This design comes from an exercise in tuning for small area on the open sky130 flow, not from production work. The RTL was checked by simulation tests, not by an equivalence proof against the original design. Power and IR drop assume default switching activity.

==> flow/design.v (excerpt) <==
module br_compositor(
	input wire clk,
	input wire [ 3: 0] status,
	input wire video_on,
	input wire [ 9: 0] pixel_x, pixel_y,
	input wire btn_pos, mycar_pos, explode_pos, game_over_pos, score_pos,
	input wire btn_visible, explode_visible,
	input wire obstacle_pos0, obstacle_pos1, obstacle_pos2, obstacle_pos3, obstacle_pos4,
	input wire digit_pos0, digit_pos1, digit_pos2, digit_pos3,
	input wire [31:0] scroll,
	input wire [11:0] back_data, btn_data, side_data, mycar_data, explode_data, game_over_data, score_data,
	input wire [11:0] obstacle_data0, obstacle_data1, obstacle_data2, obstacle_data3, obstacle_data4,
	input wire [11:0] digit_data0, digit_data1, digit_data2, digit_data3,
	output reg [ 3: 0] red, green, blue
	);
Settings: LEC_CHECK=0, CAP_MARGIN=5, CORE_MARGIN=2, CORE_UTILIZATION=40, CTS_BUF_LIST=sky130_fd_sc_hd__clkbuf_4, GPL_TIMING_DRIVEN=0, SLEW_MARGIN=0; clock period 40.0 ns.
standard.sh (not shown) runs the stock make flow with config.mk's settings and CLKGATE_MAP_FILE= SYNTH_SCRIPT=/design/flow/synth_recipe.tcl, a recipe that flattens the netlist after the stock synthesis.
==> flow/flow/run.sh <==
#!/bin/bash
# The standard layout (standard.sh) with three changes:
#  - synthesis skips the quick ABC pre-mapping inside Yosys's "synth -run fine:"
#    (synth -noabc), so extract_fa sees the RTL's adder structure and leaves no
#    inverters around the full adders;
#  - the final ABC mapping uses the area-oriented script flow/area.abc
#    (the standard flow's synthesis script otherwise unchanged: same passes, flatten, rename);
#  - the port buffers use the smallest buffer cell.
set -euo pipefail
W=$(pwd)
sed -e "s|^\(\s*\)log_cmd abc {\*}\$abc_args|\1log_cmd abc -script $W/flow/area.abc {*}[lrange \$abc_args 2 end]|" \
    -e "s|-run fine: {\*}\$synth_full_args|-run fine: -noabc {*}\$synth_full_args|" \
  "$FLOW_HOME/scripts/synth.tcl" > "$W/synth_custom.tcl"
grep -q "flow/area.abc" "$W/synth_custom.tcl"
grep -q "run fine: -noabc" "$W/synth_custom.tcl"
sed "s|\$::env(SCRIPTS_DIR)/synth.tcl|$W/synth_custom.tcl|" "$W/synth_recipe.tcl" > "$W/synth_recipe_custom.tcl"
grep -q "synth_custom.tcl" "$W/synth_recipe_custom.tcl"
bash standard.sh "SYNTH_SCRIPT=$W/synth_recipe_custom.tcl" \
  "BUFFER_PORTS_ARGS=-buffer_cell sky130_fd_sc_hd__buf_1" finish > "$W/make_finish.log" 2>&1
==> flow/flow/area.abc <==
strash
&get -n
&st
&dc2
&dch -f
&nf -R 1000
&put
mfs2 -a
strash
&get -n
&st
&dch -f
&nf -R 1000
&put
topo
The baseline finished clean.
Edit:
--- a/flow/flow/run.sh
+++ b/flow/flow/run.sh
@@ -2 +2 @@
-# The standard layout (standard.sh) with three changes:
+# The standard layout (standard.sh) with these changes:
@@ -8 +8,2 @@
-#  - the port buffers use the smallest buffer cell.
+#  - the port buffers use the smallest buffer cell;
+#  - clock tree synthesis without dummy loads.
@@ -19 +20,2 @@
-  "BUFFER_PORTS_ARGS=-buffer_cell sky130_fd_sc_hd__buf_1" finish > "$W/make_finish.log" 2>&1
+  "BUFFER_PORTS_ARGS=-buffer_cell sky130_fd_sc_hd__buf_1" \
+  "CTS_ARGS=-sink_clustering_enable -sink_clustering_size 12 -sink_clustering_max_diameter 500 -repair_clock_nets -buf_list sky130_fd_sc_hd__clkbuf_4 -root_buf sky130_fd_sc_hd__clkbuf_4 -dont_use_dummy_load" finish > "$W/make_finish.log" 2>&1
==> flow/flow/area.abc (replaced) <==
strash
&get -n
&st
&dc2
&dch -f
&nf -R 1000 -C 32 -F 8
&put
mfs2 -a
strash
&get -n
&st
&dc2
&dch -f
&nf -R 1000 -C 32 -F 8
&put
mfs2 -a
strash
&get -n
&st
&dc2
&dch -f
&nf -R 1000 -C 32 -F 8
&put
mfs2 -a
strash
&get -n
&st
&dch -f
&nf -R 1000 -C 32 -F 8
&put
topo
=>
- The new run completed with no timing, DRC or antenna violations
- setup slack got worse by 250 ps
- sequential share of layout area hardly moves
- worst hold slack improves by 53 ps
- die area fell slightly
- total power went up by a few percent
- synthesized cell count came out lower slightly
- final area drops slightly
- core utilization fell by 0.24 points
- routed wire length goes up by a few percent
- area after synthesis falls slightly
Edit:
--- a/flow/flow/run.sh
+++ b/flow/flow/run.sh
@@ -9 +9 @@
-#  - clock tree synthesis without dummy loads.
+#  - clock tree synthesis without sink clustering or dummy loads (12 registers).
@@ -21 +21 @@
-  "CTS_ARGS=-sink_clustering_enable -sink_clustering_size 12 -sink_clustering_max_diameter 500 -repair_clock_nets -buf_list sky130_fd_sc_hd__clkbuf_4 -root_buf sky130_fd_sc_hd__clkbuf_4 -dont_use_dummy_load" finish > "$W/make_finish.log" 2>&1
+  "CTS_ARGS=-buf_list sky130_fd_sc_hd__clkbuf_4 -root_buf sky130_fd_sc_hd__clkbuf_4 -dont_use_dummy_load -repair_clock_nets" finish > "$W/make_finish.log" 2>&1
--- a/flow/config.mk
+++ b/flow/config.mk
@@ -10 +10 @@
-export CORE_UTILIZATION = 40
+export CORE_UTILIZATION = 65
@@ -12,0 +13 @@
+export PLACE_DENSITY = 0.75
Outcome: Now the flow failed in I/O pin placement; area after synthesis is unchanged; synthesized cell count is unchanged.


Another version of the RTL of br_compositor (not shown whole).
For scale: ~550 cells after synthesis, about 12 flip-flops, roughly 280 I/O pins.
==> flow/design.v (excerpt) <==
module br_compositor(
	input wire clk,
	input wire [ 3: 0] status,
	input wire video_on,
	input wire [ 9: 0] pixel_x, pixel_y,
	input wire btn_pos, mycar_pos, explode_pos, game_over_pos, score_pos,
	input wire btn_visible, explode_visible,
	input wire obstacle_pos0, obstacle_pos1, obstacle_pos2, obstacle_pos3, obstacle_pos4,
	input wire digit_pos0, digit_pos1, digit_pos2, digit_pos3,
	input wire [31:0] scroll,
	input wire [11:0] back_data, btn_data, side_data, mycar_data, explode_data, game_over_data, score_data,
	input wire [11:0] obstacle_data0, obstacle_data1, obstacle_data2, obstacle_data3, obstacle_data4,
	input wire [11:0] digit_data0, digit_data1, digit_data2, digit_data3,
	output reg [ 3: 0] red, green, blue
	);
	wire [3:0] red_c, green_c, blue_c;
	Renderer render_unit (
		.status(status), .video_on(video_on),
		.pixel_x(pixel_x), .pixel_y(pixel_y),
		.btn_pos(btn_pos), .mycar_pos(mycar_pos), .explode_pos(explode_pos),
		.game_over_pos(game_over_pos), .score_pos(score_pos),
		.btn_visible(btn_visible), .explode_visible(explode_visible),
		.obstacle_pos0(obstacle_pos0), .obstacle_pos1(obstacle_pos1), .obstacle_pos2(obstacle_pos2),
		.obstacle_pos3(obstacle_pos3), .obstacle_pos4(obstacle_pos4),
		.digit_pos0(digit_pos0), .digit_pos1(digit_pos1), .digit_pos2(digit_pos2), .digit_pos3(digit_pos3),
		.scroll(scroll),
		.back_data(back_data), .btn_data(btn_data), .side_data(side_data), .mycar_data(mycar_data),
  ...
clock: 40.0 ns
lec_check: 0
cap_margin: 20
core_margin: 2
core_utilization: 40
slew_margin: 20
==> flow/flow/run.sh <==
#!/bin/bash
set -euo pipefail
bash standard.sh "BUFFER_PORTS_ARGS=-buffer_cell sky130_fd_sc_hd__buf_1" finish > make_finish.log 2>&1
Then changed:
==> flow/flow/run.sh (replaced) <==
#!/bin/bash
# The standard layout (standard.sh) with two changes:
#  - synthesis maps with the area-oriented ABC script flow/area.abc (the standard flow's
#    synthesis script otherwise unchanged: same passes, flatten and rename);
#  - the port buffers use the smallest buffer cell.
set -euo pipefail
W=$(pwd)
sed "s|^\(\s*\)log_cmd abc {\*}\$abc_args|\1log_cmd abc -script $W/flow/area.abc {*}[lrange \$abc_args 2 end]|" \
  "$FLOW_HOME/scripts/synth.tcl" > "$W/synth_custom.tcl"
grep -q "flow/area.abc" "$W/synth_custom.tcl"
sed "s|\$::env(SCRIPTS_DIR)/synth.tcl|$W/synth_custom.tcl|" "$W/synth_recipe.tcl" > "$W/synth_recipe_custom.tcl"
grep -q "synth_custom.tcl" "$W/synth_recipe_custom.tcl"
bash standard.sh "SYNTH_SCRIPT=$W/synth_recipe_custom.tcl" \
  "BUFFER_PORTS_ARGS=-buffer_cell sky130_fd_sc_hd__buf_1" finish > "$W/make_finish.log" 2>&1
==> flow/flow/area.abc (new file) <==
strash
&get -n
&st
&dch -f
&nf -R 1000
&put
mfs2
strash
&get -n
&st
&dch -f
&nf -R 1000
&put
topo
- CTS_BUF_LIST: default -> sky130_fd_sc_hd__clkbuf_4
The new run went through all stages and came out clean.
Power drops by roughly a tenth.
Worst hold slack is worse by 0.13 ns.
Area after synthesis fell by about a fifth.
Then changed:
- CAP_MARGIN: 20 -> 0
- SLEW_MARGIN: 20 -> 0
The changed run ran to the end with no violations.
Non-clock buffer count came out lower by 1.
Die area is unchanged.
Combinational power hardly moves.
Global-route usage does not change.
Count of clock-buffer cells in the layout is unchanged.


the reference run:
br_compositor, a different RTL version from the one above (not shown whole).
Size in the first run: ~410 cells after synthesis, ~12 flip-flops, ~280 I/O pins, roughly 3100 um2 of cells after synthesis.
Design br_compositor, start of the top module:
module br_compositor(
	input wire clk,
	input wire [ 3: 0] status,
	input wire video_on,
	input wire [ 9: 0] pixel_x, pixel_y,
	input wire btn_pos, mycar_pos, explode_pos, game_over_pos, score_pos,
	input wire btn_visible, explode_visible,
	input wire obstacle_pos0, obstacle_pos1, obstacle_pos2, obstacle_pos3, obstacle_pos4,
	input wire digit_pos0, digit_pos1, digit_pos2, digit_pos3,
	input wire [31:0] scroll,
	input wire [11:0] back_data, btn_data, side_data, mycar_data, explode_data, game_over_data, score_data,
	input wire [11:0] obstacle_data0, obstacle_data1, obstacle_data2, obstacle_data3, obstacle_data4,
	input wire [11:0] digit_data0, digit_data1, digit_data2, digit_data3,
	output reg [ 3: 0] red, green, blue
	);
==> flow/config.mk <==
export PLATFORM = sky130hd
export DESIGN_NAME = br_compositor
export DESIGN_NICKNAME = br_compositor
export VERILOG_FILES = /design/flow/design.v
export SDC_FILE = /design/flow/constraint.sdc
export NUM_CORES = 4
export LEC_CHECK = 0
export CAP_MARGIN = 10
export CORE_MARGIN = 2
export CORE_UTILIZATION = 40
export CTS_BUF_LIST = sky130_fd_sc_hd__clkbuf_4
export GPL_TIMING_DRIVEN = 0
export SLEW_MARGIN = 10
==> flow/constraint.sdc <==
create_clock -name core_clock -period 40.0 [get_ports {clk}]
set_input_delay 8.0000 -clock core_clock [delete_from_list [all_inputs] [get_ports {clk}]]
set_output_delay 8.0000 -clock core_clock [all_outputs]
set_load 0.01 [all_outputs]
==> flow/flow/run.sh <==
#!/bin/bash
# The standard layout (standard.sh) with three changes:
#  - synthesis skips the quick ABC pre-mapping inside Yosys's "synth -run fine:"
#    (synth -noabc), so extract_fa sees the RTL's adder structure and leaves no
#    inverters around the full adders;
#  - the final ABC mapping uses the area-oriented script flow/area.abc
#    (the standard flow's synthesis script otherwise unchanged: same passes, flatten, rename);
#  - the port buffers use the smallest buffer cell.
set -euo pipefail
W=$(pwd)
sed -e "s|^\(\s*\)log_cmd abc {\*}\$abc_args|\1log_cmd abc -script $W/flow/area.abc {*}[lrange \$abc_args 2 end]|" \
    -e "s|-run fine: {\*}\$synth_full_args|-run fine: -noabc {*}\$synth_full_args|" \
  "$FLOW_HOME/scripts/synth.tcl" > "$W/synth_custom.tcl"
grep -q "flow/area.abc" "$W/synth_custom.tcl"
grep -q "run fine: -noabc" "$W/synth_custom.tcl"
sed "s|\$::env(SCRIPTS_DIR)/synth.tcl|$W/synth_custom.tcl|" "$W/synth_recipe.tcl" > "$W/synth_recipe_custom.tcl"
grep -q "synth_custom.tcl" "$W/synth_recipe_custom.tcl"
bash standard.sh "SYNTH_SCRIPT=$W/synth_recipe_custom.tcl" \
  "BUFFER_PORTS_ARGS=-buffer_cell sky130_fd_sc_hd__buf_1" finish > "$W/make_finish.log" 2>&1
==> flow/flow/area.abc <==
strash
&get -n
&st
&dc2
&dch -f
&nf -R 1000
&put
mfs2 -a
strash
&get -n
&st
&dch -f
&nf -R 1000
&put
topo
For the trial run, these inputs were changed with respect to the reference run:
- changing CAP_MARGIN from 10 to 0
- changing SLEW_MARGIN from 10 to 0
==> flow/flow/run.sh <==
#!/bin/bash
# The standard layout (standard.sh) with two changes:
#  - synthesis maps with the area-oriented ABC script flow/area.abc (the standard flow's
#    synthesis script otherwise unchanged: same passes, flatten and rename);
#  - the port buffers use the smallest buffer cell.
set -euo pipefail
W=$(pwd)
sed "s|^\(\s*\)log_cmd abc {\*}\$abc_args|\1log_cmd abc -script $W/flow/area.abc {*}[lrange \$abc_args 2 end]|" \
  "$FLOW_HOME/scripts/synth.tcl" > "$W/synth_custom.tcl"
grep -q "flow/area.abc" "$W/synth_custom.tcl"
sed "s|\$::env(SCRIPTS_DIR)/synth.tcl|$W/synth_custom.tcl|" "$W/synth_recipe.tcl" > "$W/synth_recipe_custom.tcl"
grep -q "synth_custom.tcl" "$W/synth_recipe_custom.tcl"
bash standard.sh "SYNTH_SCRIPT=$W/synth_recipe_custom.tcl" \
  "BUFFER_PORTS_ARGS=-buffer_cell sky130_fd_sc_hd__buf_1" finish > "$W/make_finish.log" 2>&1
==> flow/flow/area.abc <==
strash
&get -n
&st
&dch -f
&nf -R 1000
&put
mfs2
strash
&get -n
&st
&dch -f
&nf -R 1000
&put
topo
[summary]
- Of the two values seen for slowest library cell on the worst path, sky130_fd_sc_hd__fa_1 was produced by the reference run and sky130_fd_sc_hd__a21oi_1 by the trial run.
- Between the reference run and the trial run, worst setup slack is higher for the trial run, the reference run comes in under that.
- Routed wire length (the trial run vs. the reference run) increases slightly
- Comparing total number of vias for the reference run and the trial run, the smaller number came from the reference run.
- In the metrics for the reference run and the trial run, the one carrying the lower critical path depth in cells is the reference run.
- As far as number of antenna violations at the first check in global routing is concerned, the trial run and the reference run perform about the same.
- The trial run has global-route usage above what the reference run had.
- The clock-buffer cell count of the reference run and that of the trial run are within noise of each other.
- The trial run: first-pass GRT wire length higher than the reference run
- Cmp the reference run and the trial run / share of post-route cells with drive strength above 1 / higher: the reference run
- | die area | higher: the trial run |

[what the ideal ports hide]
The results above use ideal ports. As a check the final layouts listed here were re-extracted and re-timed, cells and wires unchanged.
Step 1: set_driving_cell puts a clkbuf_16 on clk and a buf_2 on each other input, an assumption about the parent block.
Step 2 also shifts input and output timing later by t, the mid clock arrival at the registers, as if the neighbouring blocks saw the same clock.
Slacks: no drivers / after step 1 / after step 2; pairs: no drivers / after step 1.
run	t, ns	slack for setup (ns)	worst setup path at the end	worst data-port slew with drivers (ns)	pins driven straight from the clock port
the first run of note 1	0.273	22.639 / 22.635 / 22.362	input to register	0.08	1
the second run of note 1	0.279	22.390 / 22.387 / 22.108	input to register	0.08	1
the first run of note 2	0.263	24.335 / 24.340 / 24.078	input to register	0.07	1
the second run of note 2	0.303	25.278 / 25.273 / 24.970	input to register	0.06	1
the third run of note 2	0.302	25.270 / 25.268 / 24.965	input to register	0.06	1
the reference run	0.302	24.953 / 24.949 / 24.647	input to register	0.08	1
the trial run	0.301	25.363 / 25.365 / 25.064	input to register	0.06	1
After both steps every run listed still meets setup and hold. For the second run of note 2, which loses most, drivers alone change the setup slack by -0.005 ns; drivers and shift together by -0.308 ns.
